Context: an optimization exercise on an open-source flow, tuned for small area and a short achievable clock period. The choices shown serve that exercise and are no tape-out recipe. RTL that was checked went through simulation tests only; none was proved equivalent to the original. Power and IR drop assume default switching activity.

## main
// inexact_filter
module inexact_filter
# (parameter COUNT = 256)  
(input [7:0] Pixel_in,
input  clk,
output [7:0] Median
);
Size in the first run: about 17 I/O pins, about 94000 um2 of cells after synthesis.
export LEC_CHECK = 0
export ABC_CLOCK_PERIOD_IN_PS = 2000
export CAP_MARGIN = 20
export CORE_MARGIN = 2
export CORE_UTILIZATION = 40
export CTS_CLUSTER_DIAMETER = 100
export CTS_CLUSTER_SIZE = 32
export SETUP_SLACK_MARGIN = 5
export SLEW_MARGIN = 20
create_clock -name core_clock -period 11.0 [get_ports {clk}]
standard.sh (not shown) runs the stock make flow with config.mk's settings and CLKGATE_MAP_FILE= SYNTH_SCRIPT=/design/flow/synth_recipe.tcl, a recipe that flattens the netlist after the stock synthesis.
==> flow/flow/run.sh <==
#!/bin/bash
# Layout flow: the standard synthesis, then the combinational logic of the
# synthesized netlist is re-mapped by ABC for delay (the flip-flops are kept as
# they are: same instances, names and cells), then the standard layout
# (floorplan to final) with a larger setup margin for ORFS's timing repair.
# The SDC is the design's, unchanged. Each tool's output goes to a log here.
set -euo pipefail
MARGIN=${MARGIN:-7.5}
ABCSCRIPT=$(cat flow/abc.script)
RES=orfs/results/${FLOW_PLATFORM:-sky130hd}/inexact_filter/base
LIB=$FLOW_HOME/platforms/sky130hd/lib/sky130_fd_sc_hd__tt_025C_1v80.lib
YOSYS=$FLOW_HOME/../tools/install/yosys/bin/yosys
[[ -x $YOSYS ]] || YOSYS=yosys

bash standard.sh SETUP_SLACK_MARGIN=$MARGIN synth > 1_standard_synth.log 2>&1
cp $RES/1_2_yosys.v 1_2_yosys_standard.v

# cells the re-mapping may not use: the platform's don't-use cells, delay
# cells, and slow wide gates
DU=$(grep -o 'cell ("sky130_fd_sc_hd__[a-z0-9_]*")' $LIB | sed 's/cell ("//; s/")//' \
     | grep -E "__(probe|lpflow|clkdly|dlygate|dlymetal|einv|ebuf|or3|or4|nor4|and4|a2111|o2111|a222|a311|o311|a41|o41|a32|o32)" \
     | sed 's/^/-dont_use /' | tr '\n' ' ')
FLOPS=$(grep -o 'sky130_fd_sc_hd__df[a-z0-9_]*' 1_2_yosys_standard.v | sort -u | tr '\n' ' ')
cat > remap.ys <<EOS
read_liberty -ignore_miss_func $LIB
blackbox $FLOPS
read_verilog 1_2_yosys_standard.v
hierarchy -top $FLOW_TOP
flatten
opt_clean
abc -script +$ABCSCRIPT -liberty $LIB $DU -D 100
opt_clean -purge
stat -liberty $LIB
write_verilog -noattr -noexpr 1_2_yosys_remap.v
EOS
$YOSYS -s remap.ys > 2_remap_yosys.log 2>&1
cp 1_2_yosys_remap.v $RES/1_2_yosys.v

bash standard.sh SETUP_SLACK_MARGIN=$MARGIN finish > 3_standard_layout.log 2>&1
==> flow/flow/abc.script <==
strash;dch;map,-D,100;buffer,-c;upsize,-c;dnsize,-c
### main -> the feature branch
--- a/flow/design.v
+++ b/flow/design.v
@@ -157,19 +157,31 @@
             assign gx[gi] = cmp(vk[8*gi +: 8], X);
         end
     endgenerate
     wire p = gx[Tx_];          
     wire q = gx[T1_];          
     wire r = k[8*T1_+Tx_];     
-    wire [7:0] md0 = r ? ET1 : ETx;    
-    wire [7:0] mn0 = r ? ETx : ET1;    
-    wire [7:0] aK  = pick(tmin(k[8*Tx_+M1_], k[8*Tx_+M2_], k[8*M1_+M2_], k[8*M1_+Tx_]), ETx, EM1, EM2);
-    wire [7:0] bK1 = pick(tmed(k[8*T1_+D1_], k[8*T1_+D2_], k[8*D1_+D2_], k[8*D1_+T1_]), ET1, ED1, ED2);
-    wire [7:0] cK1 = pick(tmax(k[8*T1_+N1_], k[8*T1_+N2_], k[8*N1_+N2_], k[8*N1_+T1_]), ET1, EN1, EN2);
-    wire [7:0] bK0 = pick(tmed(kk(md0, ED1, k), kk(md0, ED2, k), k[8*D1_+D2_], kk(ED1, md0, k)), md0, ED1, ED2);
-    wire [7:0] cK0 = pick(tmax(kk(mn0, EN1, k), kk(mn0, EN2, k), k[8*N1_+N2_], kk(EN1, mn0, k)), mn0, EN1, EN2);
+    function [39:0] stage2;
+        input [63:0] kv;
+        reg [7:0] md0, mn0;
+        begin
+            md0 = kv[8*T1_+Tx_] ? ET1 : ETx;    
+            mn0 = kv[8*T1_+Tx_] ? ETx : ET1;    
+            stage2[7:0]   = pick(tmin(kv[8*Tx_+M1_], kv[8*Tx_+M2_], kv[8*M1_+M2_], kv[8*M1_+Tx_]), ETx, EM1, EM2);
+            stage2[15:8]  = pick(tmed(kv[8*T1_+D1_], kv[8*T1_+D2_], kv[8*D1_+D2_], kv[8*D1_+T1_]), ET1, ED1, ED2);
+            stage2[23:16] = pick(tmax(kv[8*T1_+N1_], kv[8*T1_+N2_], kv[8*N1_+N2_], kv[8*N1_+T1_]), ET1, EN1, EN2);
+            stage2[31:24] = pick(tmed(kk(md0, ED1, kv), kk(md0, ED2, kv), kv[8*D1_+D2_], kk(ED1, md0, kv)), md0, ED1, ED2);
+            stage2[39:32] = pick(tmax(kk(mn0, EN1, kv), kk(mn0, EN2, kv), kv[8*N1_+N2_], kk(EN1, mn0, kv)), mn0, EN1, EN2);
+        end
+    endfunction
+    reg  [39:0] s2;
+    wire [7:0] aK  = s2[7:0];
+    wire [7:0] bK1 = s2[15:8];
+    wire [7:0] cK1 = s2[23:16];
+    wire [7:0] bK0 = s2[31:24];
+    wire [7:0] cK0 = s2[39:32];
     wire [2:0] aX = tmin(xg[M1_], xg[M2_], k[8*M1_+M2_], gx[M1_]);
     wire [2:0] bX = tmed(xg[D1_], xg[D2_], k[8*D1_+D2_], gx[D1_]);
     wire [2:0] cX = tmax(xg[N1_], xg[N2_], k[8*N1_+N2_], gx[N1_]);
     wire [7:0] VaK  = val(aK, vk);
     wire [7:0] VbK0 = val(bK0, vk);
     wire [7:0] VcK0 = val(cK0, vk);
@@ -282,11 +294,12 @@
         D1 <= p ? (q ? T1 : X) : (r ? T1 : Tx);
         N1 <= p ? (q ? X : T1) : (r ? Tx : T1);
         M2 <= M1;
         D2 <= D1;
         N2 <= N1;
         k  <= kn;
+        s2 <= stage2(kn);
         MedA_r <= medA;
         MedB_r <= medB;
     end
     assign Median = MedA_r | MedB_r;
 endmodule
Results
- Diff main -> the feature branch | signal arrival time at the worst endpoint | decrease of 3010 ps
- | portion of the clock cycle consumed by the worst path in the final layout | higher: main |
- Per the comparison of the feature branch with main, cell count along the critical path went down 15, wire length of the first global-routing pass lower.
- The clock power in the feature branch sits about 1% above the value recorded for main.
- Where vias after detailed routing is concerned, main is outperformed by the feature branch.
- STATUS die area: the feature branch wins against main
- On register cell area after layout: the feature branch sits above main.
- Count of placed standard cells including taps shrinks by a few percent when moving from main to the feature branch.
- Pixel_in[3] as the critical path startpoint was reported by main, and MedB_r[7] by the feature branch.

========
inexact_filter with an RTL version that a note above also has.
Size: ~17 I/O pins, ~93000 µm² of cells after synthesis.
==> flow/config.mk <==
export PLATFORM = sky130hd
export DESIGN_NAME = inexact_filter
export DESIGN_NICKNAME = inexact_filter
export VERILOG_FILES = /design/flow/design.v
export SDC_FILE = /design/flow/constraint.sdc
export NUM_CORES = 4
export LEC_CHECK = 0
export ABC_CLOCK_PERIOD_IN_PS = 2000
export CAP_MARGIN = 20
export CORE_MARGIN = 2
export CORE_UTILIZATION = 40
export CTS_CLUSTER_DIAMETER = 100
export CTS_CLUSTER_SIZE = 32
export SETUP_SLACK_MARGIN = 5
export SLEW_MARGIN = 20
==> flow/constraint.sdc <==
create_clock -name core_clock -period 11.0 [get_ports {clk}]
set_input_delay 2.2000 -clock core_clock [delete_from_list [all_inputs] [get_ports {clk}]]
set_output_delay 2.2000 -clock core_clock [all_outputs]
set_load 0.01 [all_outputs]
==> flow/flow/run.sh <==
#!/bin/bash
# Layout flow: the standard synthesis, then the combinational logic of the
# synthesized netlist is re-mapped by ABC for delay (the flip-flops are kept as
# they are: same instances, names and cells), then the standard layout
# (floorplan to final) with a larger setup margin for ORFS's timing repair.
# The SDC is the design's, unchanged. Each tool's output goes to a log here.
set -euo pipefail
MARGIN=${MARGIN:-7.5}
RES=orfs/results/${FLOW_PLATFORM:-sky130hd}/inexact_filter/base
LIB=$FLOW_HOME/platforms/sky130hd/lib/sky130_fd_sc_hd__tt_025C_1v80.lib
YOSYS=$FLOW_HOME/../tools/install/yosys/bin/yosys
[[ -x $YOSYS ]] || YOSYS=yosys

bash standard.sh SETUP_SLACK_MARGIN=$MARGIN synth > 1_standard_synth.log 2>&1
cp $RES/1_2_yosys.v 1_2_yosys_standard.v

# cells the re-mapping may not use: the platform's don't-use cells, delay
# cells, and slow wide gates
DU=$(grep -o 'cell ("sky130_fd_sc_hd__[a-z0-9_]*")' $LIB | sed 's/cell ("//; s/")//' \
     | grep -E "__(probe|lpflow|clkdly|dlygate|dlymetal|einv|ebuf|or3|or4|nor4|and4|a2111|o2111|a222|a311|o311|a41|o41|a32|o32)" \
     | sed 's/^/-dont_use /' | tr '\n' ' ')
FLOPS=$(grep -o 'sky130_fd_sc_hd__df[a-z0-9_]*' 1_2_yosys_standard.v | sort -u | tr '\n' ' ')
remap() {  # remap ABC_SCRIPT LOG
cat > remap.ys <<EOS
read_liberty -ignore_miss_func $LIB
blackbox $FLOPS
read_verilog 1_2_yosys_standard.v
hierarchy -top $FLOW_TOP
flatten
opt_clean
abc -script +$1 -liberty $LIB $DU -D 100
opt_clean -purge
stat -liberty $LIB
write_verilog -noattr -noexpr 1_2_yosys_remap.v
EOS
$YOSYS -s remap.ys > $2 2>&1
}
# the ABC scripts to try, in order (flow/abc.script first); if none works the
# standard netlist is kept
mapfile -t SCRIPTS < <(cat flow/abc.script; echo; echo 'strash;dc2;dch,-f;map,-D,100;topo;buffer,-c;upsize,-c;dnsize,-c'; echo 'strash;dch;map,-D,100')
i=0
for sc in "${SCRIPTS[@]}"; do
  [[ -n $sc ]] || continue
  i=$((i+1))
  if remap "$sc" 2_remap_yosys_$i.log; then
    cp 1_2_yosys_remap.v $RES/1_2_yosys.v
    break
  fi
done

bash standard.sh SETUP_SLACK_MARGIN=$MARGIN finish > 3_standard_layout.log 2>&1
==> flow/flow/abc.script <==
strash;dch;map,-D,100;topo;buffer,-c;upsize,-c;dnsize,-c
Edit:
--- a/flow/design.v
+++ b/flow/design.v
@@ -137,21 +137,21 @@
     endfunction
     reg [7:0] lb [0:2*COUNT-2];
     integer li;
     always @(posedge clk) begin
         lb[0] <= Pixel_in;
         for (li = 1; li < 2*COUNT-1; li = li + 1)
             lb[li] <= lb[li-1];
     end
     reg [7:0] T1, Tx, M1, M2, D1, D2, N1, N2;
     reg [63:0] k;
-    reg [7:0] MedA_r, MedB_r;
+    reg [7:0] Med0_n, Med1_n, Med2_n;    
     wire [7:0] X = Pixel_in;
     wire [63:0] vk = {N2, N1, D2, D1, M2, M1, Tx, T1};
     localparam [7:0] ET1 = 8'd1, ETx = 8'd2, EM1 = 8'd4, EM2 = 8'd8,
                      ED1 = 8'd16, ED2 = 8'd32, EN1 = 8'd64, EN2 = 8'd128;
     wire [7:0] xg, gx;   
     genvar gi;
     generate
         for (gi = 0; gi < 8; gi = gi + 1) begin : gxc
             assign xg[gi] = cmp(X, vk[8*gi +: 8]);
             assign gx[gi] = cmp(vk[8*gi +: 8], X);
@@ -199,38 +199,32 @@
     wire [2:0] f2X  = tmed(aKx, kk(aK, cK1, k), xcK1, xaK);
     wire [2:0] f2D1 = tmed(kk(aK, ED1, k), kk(aK, cK1, k), kk(ED1, cK1, k), kk(ED1, aK, k));
     wire [2:0] f2D2 = tmed(kk(aK, ED2, k), kk(aK, cK1, k), kk(ED2, cK1, k), kk(ED2, aK, k));
     wire [7:0] R0M1 = val(pick(f0M1, EM1, bK0, cK0), vk);
     wire [7:0] R0M2 = val(pick(f0M2, EM2, bK0, cK0), vk);
     wire [7:0] R1N1 = val(pick(f1N1, aK, bK1, EN1), vk);
     wire [7:0] R1N2 = val(pick(f1N2, aK, bK1, EN2), vk);
     wire [7:0] R2D1 = val(pick(f2D1, aK, ED1, cK1), vk);
     wire [7:0] R2D2 = val(pick(f2D2, aK, ED2, cK1), vk);
     wire c0 = ~p, c1 = p & q, c2 = p & ~q;
-    wire sbK0  = c0 & aX[0] & f0X[1];
-    wire scK0  = c0 & aX[0] & f0X[2];
-    wire sR0M1 = c0 & aX[1];
-    wire sR0M2 = c0 & aX[2];
-    wire saK   = c1 & cX[0] & f1X[0] | c2 & bX[0] & f2X[0];
-    wire sbK1  = c1 & cX[0] & f1X[1];
-    wire sR1N1 = c1 & cX[1];
-    wire sR1N2 = c1 & cX[2];
-    wire scK1  = c2 & bX[0] & f2X[2];
-    wire sR2D1 = c2 & bX[1];
-    wire sR2D2 = c2 & bX[2];
-    wire sX0  = c0 & aX[0] & f0X[0];
-    wire sX12 = c1 & cX[0] & f1X[2] | c2 & bX[0] & f2X[1];
-    wire [7:0] medA = {8{sX0}} & X | {8{sbK0}} & VbK0 | {8{scK0}} & VcK0
-                    | {8{sR0M1}} & R0M1 | {8{sR0M2}} & R0M2
-                    | {8{sR1N1}} & R1N1 | {8{sR1N2}} & R1N2;
-    wire [7:0] medB = {8{sX12}} & X | {8{saK}} & VaK | {8{sbK1}} & VbK1
-                    | {8{scK1}} & VcK1 | {8{sR2D1}} & R2D1 | {8{sR2D2}} & R2D2;
+    wire [7:0] med0 = {8{c0 & aX[0] & f0X[0]}} & X
+                    | {8{c0 & aX[0] & f0X[1]}} & VbK0
+                    | {8{c0 & aX[0] & f0X[2]}} & VcK0
+                    | {8{c0 & aX[1]}} & R0M1 | {8{c0 & aX[2]}} & R0M2;
+    wire [7:0] med1 = {8{c1 & cX[0] & f1X[2]}} & X
+                    | {8{c1 & cX[0] & f1X[0]}} & VaK
+                    | {8{c1 & cX[0] & f1X[1]}} & VbK1
+                    | {8{c1 & cX[1]}} & R1N1 | {8{c1 & cX[2]}} & R1N2;
+    wire [7:0] med2 = {8{c2 & bX[0] & f2X[1]}} & X
+                    | {8{c2 & bX[0] & f2X[0]}} & VaK
+                    | {8{c2 & bX[0] & f2X[2]}} & VcK1
+                    | {8{c2 & bX[1]}} & R2D1 | {8{c2 & bX[2]}} & R2D2;
     wire [7:0] A = lb[2*COUNT-2];
     wire [7:0] B = lb[COUNT-2];
     wire       s0 = cmp(A, B);
     wire [7:0] T1n = s0 ? B : A;
     wire [7:0] Txn = s0 ? A : B;
     wire [2:0] cmx = p ? 3'b100 : 3'b001;
     wire [2:0] cmd = p ? (q ? 3'b010 : 3'b001) : (r ? 3'b010 : 3'b100);
     wire [2:0] cmn = p ? (q ? 3'b001 : 3'b010) : (r ? 3'b100 : 3'b010);
     wire [63:0] vn = {Txn, T1n, N1, D1, M1, Tx, T1, X};
     wire [63:0] cn;
@@ -291,15 +285,16 @@
         T1 <= T1n;
         Tx <= Txn;
         M1 <= p ? Tx : X;
         D1 <= p ? (q ? T1 : X) : (r ? T1 : Tx);
         N1 <= p ? (q ? X : T1) : (r ? Tx : T1);
         M2 <= M1;
         D2 <= D1;
         N2 <= N1;
         k  <= kn;
         s2 <= stage2(kn);
-        MedA_r <= medA;
-        MedB_r <= medB;
+        Med0_n <= ~med0;
+        Med1_n <= ~med1;
+        Med2_n <= ~med2;
     end
-    assign Median = MedA_r | MedB_r;
+    assign Median = ~(Med0_n & Med1_n & Med2_n);
 endmodule
First-iteration DRC count is lower by 1.7%.
Die area increases by 1.1%.
Worst hold slack gains 18 ps.
Clock skew went down by 12 ps.
Area after synthesis is higher by 1.1%.
Setup slack gets better by 68 ps.
Non-clock buffer count went up by 16.
Function not checked in the second run of this note: the RTL went through the layout flow alone.

[afterwards: timing with drivers on the ports]
The flow's constraints put no driver on any port. The routed layouts listed below were extracted and timed again, unchanged, in two steps.
Step 1 assumes that a clkbuf_16 drives the clock port and a buf_2 every other input.
Step 2, shift: input delay + t, output delay - t, t = (earliest + latest rising clock arrival at the registers) / 2. This alone moves slack from input paths to output paths.
Slacks: ideal / step 1 / step 2; pairs: ideal / step 1.
| run | t (ns) | slack for setup (ns) | hold slack, ns | latest minus earliest clock arrival (ns) | worst slew at a driven data input, ns |
|---|---|---|---|---|---|
| main | 0.896 | 7.114 / 7.096 / 6.251 | 0.304 / 0.304 / 0.304 | 0.066 / 0.066 | 0.06 |
| the feature branch | 0.895 | 7.253 / 7.172 / 6.462 | 0.292 / 0.292 / 0.292 | 0.065 / 0.065 | 0.08 |
| the first run of note 2 | 0.895 | 7.253 / 7.172 / 6.462 | 0.292 / 0.292 / 0.292 | 0.065 / 0.065 | 0.08 |
| the second run of note 2 | 0.907 | 7.320 / 7.238 / 6.449 | 0.309 / 0.309 / 0.309 | 0.052 / 0.053 | 0.08 |
After both steps every run listed still meets setup and hold. For the second run of note 2, which loses most, drivers alone change the setup slack by -0.082 ns; drivers and shift together by -0.871 ns.
